Context: an optimization exercise on an open-source flow, tuned for small area. The choices shown serve that exercise and are no tape-out recipe. In this exercise RTL edits were held to simulation tests only and were not proved equivalent to the original. The flow treats the clock pin as an ideal source, which a real chip does not have. Power is estimated from default activity; no workload was simulated.

// morse_code_interpreter_top
module morse_code_interpreter_top (
    input clk,
    input btnL,
    input btnC,
    input btnR,
    input btnD,
    input [15:0] sw,
    input [4:0] JB,
    output reg [6:0] seg,
    output [3:0] an,
    output dp,
    output [4:0] JA,
    output led
    );
    localparam EV_NONE = 3'b000, EV_LETTER = 3'b010, EV_WORD = 3'b011,
               EV_DIT = 3'b100, EV_DASH = 3'b101;
    reg [4:0] ph;  
    always @(posedge clk) begin
        if (btnC) ph <= 5'd0;
        else ph <= {ph[3:0], ~ph[4]};
    end
    wire tick = !btnC && ph[3] && !ph[4];
    reg source_talking, source_talking_d1;
    reg [4:0] d_out_shift;
    always @(posedge clk) begin
        if (btnC) begin
            source_talking <= 1'b0;
            source_talking_d1 <= 1'b0;
            d_out_shift <= 5'd0;
        end else if (tick) begin
            if (JB[0]) source_talking <= 1'b0;
            else if (btnR) source_talking <= 1'b1;
  ...
Size in the first run: about 78 flip-flops, ~44 I/O pins.
Settings: LEC_CHECK=0, CAP_MARGIN=0, CORE_MARGIN=2, CORE_UTILIZATION=60, CTS_BUF_LIST=sky130_fd_sc_hd__clkbuf_4 sky130_fd_sc_hd__clkbuf_8, SLEW_MARGIN=0; clock period 10.0 ns.
run.sh (not shown) runs the stock make flow with config.mk's settings and CLKGATE_MAP_FILE= SYNTH_SCRIPT=/design/flow/synth_recipe.tcl, a recipe that flattens the netlist after the stock synthesis.
Edit:
Settings changed: CAP_MARGIN 0 to 20, CORE_UTILIZATION 60 to 40, CTS_BUF_LIST sky130_fd_sc_hd__clkbuf_4 sky130_fd_sc_hd__clkbuf_8 to default, SLEW_MARGIN 0 to 20.
Synthesized area does not change; worst setup slack is better by 21 ps; design area grows by 2.4%; routed wire length increases by 3.3%; die area grows by 47%; critical path depth does not change; non-clock buffer count came out higher by 1; power grows by 3.7%; combinational power hardly moves; first-iteration DRC count goes up by 140%.
Edit:
==> flow/flow/run.sh (new file) <==
#!/bin/bash
# Standard ORFS layout with three changes to how the layout is made:
#  - port buffers use the smallest buffer cell (buf_1)
#  - CTS uses clkbuf_4 and inserts no dummy clock loads
set -euo pipefail
export BUFFER_PORTS_ARGS="-buffer_cell sky130_fd_sc_hd__buf_1"
export CTS_ARGS="-sink_clustering_enable -repair_clock_nets -buf_list sky130_fd_sc_hd__clkbuf_4 -dont_use_dummy_load ${CTS_EXTRA:-}"
bash standard.sh > standard.log 2>&1
==> flow/standard.sh (new file) <==
#!/bin/bash
# synth_recipe.tcl (not shown) runs the flow's synth.tcl, then flattens the netlist and writes it again
# the make line also repeats each setting of config.mk as NAME=value (left out here)
make -C /OpenROAD-flow-scripts/flow DESIGN_CONFIG=/design/flow/config.mk WORK_HOME=/design/flow/orfs CLKGATE_MAP_FILE= SYNTH_SCRIPT=/design/flow/synth_recipe.tcl "${@:-finish}"
Settings changed: CAP_MARGIN 20 to 0, CORE_UTILIZATION 40 to 60, SLEW_MARGIN 20 to 0.
removed: flow/run.sh
What happened:
- routed wire length came out lower by 2.3%
- clock-buffer cell count is lower by 1
- worst setup slack improves by 280 ps
- sequential cell count is unchanged
- sequential power barely changes
- register-to-register slack stays flat


job 7617:
morse_code_interpreter_top, a different RTL version from the one above (not shown whole).
Size in the first run: about 330 cells after synthesis, about 44 I/O pins, about 3100 sq um of cells after synthesis.
==> flow/config.mk <==
export PLATFORM = sky130hd
export DESIGN_NAME = morse_code_interpreter_top
export DESIGN_NICKNAME = morse_code_interpreter_top
export VERILOG_FILES = /design/flow/design.v
export SDC_FILE = /design/flow/constraint.sdc
export NUM_CORES = 4
export LEC_CHECK = 0
export CAP_MARGIN = 0
export CORE_MARGIN = 2
export CORE_UTILIZATION = 60
export SLEW_MARGIN = 0
==> flow/constraint.sdc <==
create_clock -name core_clock -period 10.0 [get_ports {clk}]
set_input_delay 2.0000 -clock core_clock [delete_from_list [all_inputs] [get_ports {clk}]]
set_output_delay 2.0000 -clock core_clock [all_outputs]
set_load 0.01 [all_outputs]
standard.sh (not shown) runs the stock make flow with config.mk's settings and CLKGATE_MAP_FILE= SYNTH_SCRIPT=/design/flow/synth_recipe.tcl, a recipe that flattens the netlist after the stock synthesis.
==> flow/flow/run.sh <==
#!/bin/bash
# Own layout flow: the standard ORFS flow (standard.sh) with these changes
# to how the layout is made:
#  1. after the standard synthesis, the combinational logic is mapped again for
#     area (Yosys + ABC); every flip-flop of the standard synthesis is kept as
#     it is (same instance, name and cell type). Each candidate netlist must be
#     proven equivalent to the standard netlist (Yosys equiv_*); the smallest
#     proven one is used, else the standard netlist is kept.
#  2. port buffers use the smallest buffer cell (buf_1)
#  3. constant outputs share one tie cell per value (no tie fan-out repair)
#  4. CTS uses clkbuf_4 and inserts no dummy clock loads; afterwards a clock
#     buffer that drives more than 10 pins is made a clkbuf_8 (flow/post_cts.tcl)
# Each tool's output goes to a log file in this folder.
set -euo pipefail
cd "$(dirname "$0")/.."
export BUFFER_PORTS_ARGS="-buffer_cell sky130_fd_sc_hd__buf_1"
export CTS_ARGS="-sink_clustering_enable -repair_clock_nets -buf_list sky130_fd_sc_hd__clkbuf_4 -dont_use_dummy_load"
export SKIP_REPAIR_TIE_FANOUT=1
export POST_CTS_TCL="$PWD/flow/post_cts.tcl"
YOSYS="$FLOW_HOME/../tools/install/yosys/bin/yosys"
[[ -x "$YOSYS" ]] || YOSYS=yosys
PLATFORM="${FLOW_PLATFORM:-sky130hd}"
RES="orfs/results/$PLATFORM/morse_code_interpreter_top/base"
export REOPT_LIB="$FLOW_HOME/platforms/$PLATFORM/lib/sky130_fd_sc_hd__tt_025C_1v80.lib"
export REOPT_TOP="${FLOW_TOP:-morse_code_interpreter_top}"

bash standard.sh synth > flow_synth.log 2>&1
mkdir -p reopt
cp "$RES/1_2_yosys.v" reopt/std.v

# map every candidate (up to NUM_CORES at a time), prove each one, keep the smallest
run_candidate() {
  local i=$1 script=$2
  export REOPT_IN=reopt/std.v REOPT_OUT=reopt/cand$i.v REOPT_STAT=reopt/cand$i.stat REOPT_SCRIPT="$script"
  if "$YOSYS" -c flow/reopt.tcl > reopt_map_$i.log 2>&1 \
     && REOPT_GATE=reopt/cand$i.v "$YOSYS" -c flow/equiv.tcl > reopt_equiv_$i.log 2>&1; then
    touch reopt/cand$i.ok
  fi
}
i=0
while read -r script; do
  [[ -z "$script" || "$script" == \#* ]] && continue
  i=$((i + 1))
  run_candidate $i "$script" &
  while (( $(jobs -rp | wc -l) >= ${NUM_CORES:-4} )); do sleep 1; done
done < flow/abc_scripts.txt
wait

best=""
best_area=""
for ((j = 1; j <= i; j++)); do
  if [[ -f reopt/cand$j.ok ]]; then
    area=$(awk '/Chip area/ {print $NF}' reopt/cand$j.stat)
    echo "candidate $j: area $area, proven equivalent" >> reopt.log
    if [[ -z "$best" ]] || awk -v a="$area" -v b="$best_area" 'BEGIN {exit !(a < b)}'; then
      best=reopt/cand$j.v
      best_area=$area
    fi
  else
    echo "candidate $j: failed or not proven" >> reopt.log
  fi
done

if [[ -n "$best" ]]; then
  echo "using $best (area $best_area)" >> reopt.log
  cp "$best" "$RES/1_2_yosys.v"
else
  echo "keeping the standard netlist" >> reopt.log
fi

bash standard.sh > flow_layout.log 2>&1
Other scripts of this flow, unchanged in this note and not shown: flow/flow/abc_scripts.txt, flow/flow/equiv.tcl, flow/flow/post_cts.tcl, flow/flow/reopt.tcl
--- input diff job 7617..job 1874 ---
diff --git a/flow/flow/run.sh b/flow/flow/run.sh
--- a/flow/flow/run.sh
+++ b/flow/flow/run.sh
@@ -16,3 +16,3 @@
 export BUFFER_PORTS_ARGS="-buffer_cell sky130_fd_sc_hd__buf_1"
-export CTS_ARGS="-sink_clustering_enable -repair_clock_nets -buf_list sky130_fd_sc_hd__clkbuf_4 -dont_use_dummy_load"
+export CTS_ARGS="-sink_clustering_enable -repair_clock_nets -buf_list sky130_fd_sc_hd__clkbuf_8 -dont_use_dummy_load -sink_clustering_size 25 -sink_clustering_max_diameter 100"
 export SKIP_REPAIR_TIE_FANOUT=1
## What came out
| share of power burned in the clock network | lower: job 7617 |. Lower total via count after detailed routing was reported by job 7617, not job 1874. Job 1874 vs job 7617, final critical-path share of the clock period went down by 0.42 points. Growth of design area from synthesis to finish was lower in the run labelled job 7617. Of the two candidates, job 7617 has the worse minimum setup slack in the final design and job 1874 the better one. Routed wire length delta (job 1874 − job 7617): unfavourable.

==> separate check: timing with driven ports <==
No port has a modelled driver above. Below, the same layouts with a new extraction and two added sets of constraints.
Step 1 sets driving cells, clkbuf_16 on the clock port and buf_2 on the other inputs (assumed; they add their load-dependent delay and slew).
Step 2 moves the port delays by t, midway between the first and last clock arrival at a register: inputs arrive t later, outputs are due t later. That takes back most of the time a late clock gives input paths.
Three values: ideal ports, drivers, drivers and shift; two values: the first two.
run	t (ns)	slack for setup (ns)	worst slew at a driven data input, ns
the first run of note 1	0.370	4.540 / 4.512 / 4.882	0.03
the second run of note 1	0.364	4.561 / 4.530 / 4.894	0.03
the third run of note 1	0.409	4.840 / 4.812 / 5.221	0.03
job 7617	0.419	4.656 / 4.629 / 5.048	0.03
job 1874	0.364	4.697 / 4.668 / 5.032	0.03
After both steps setup and hold are still met in every run listed.
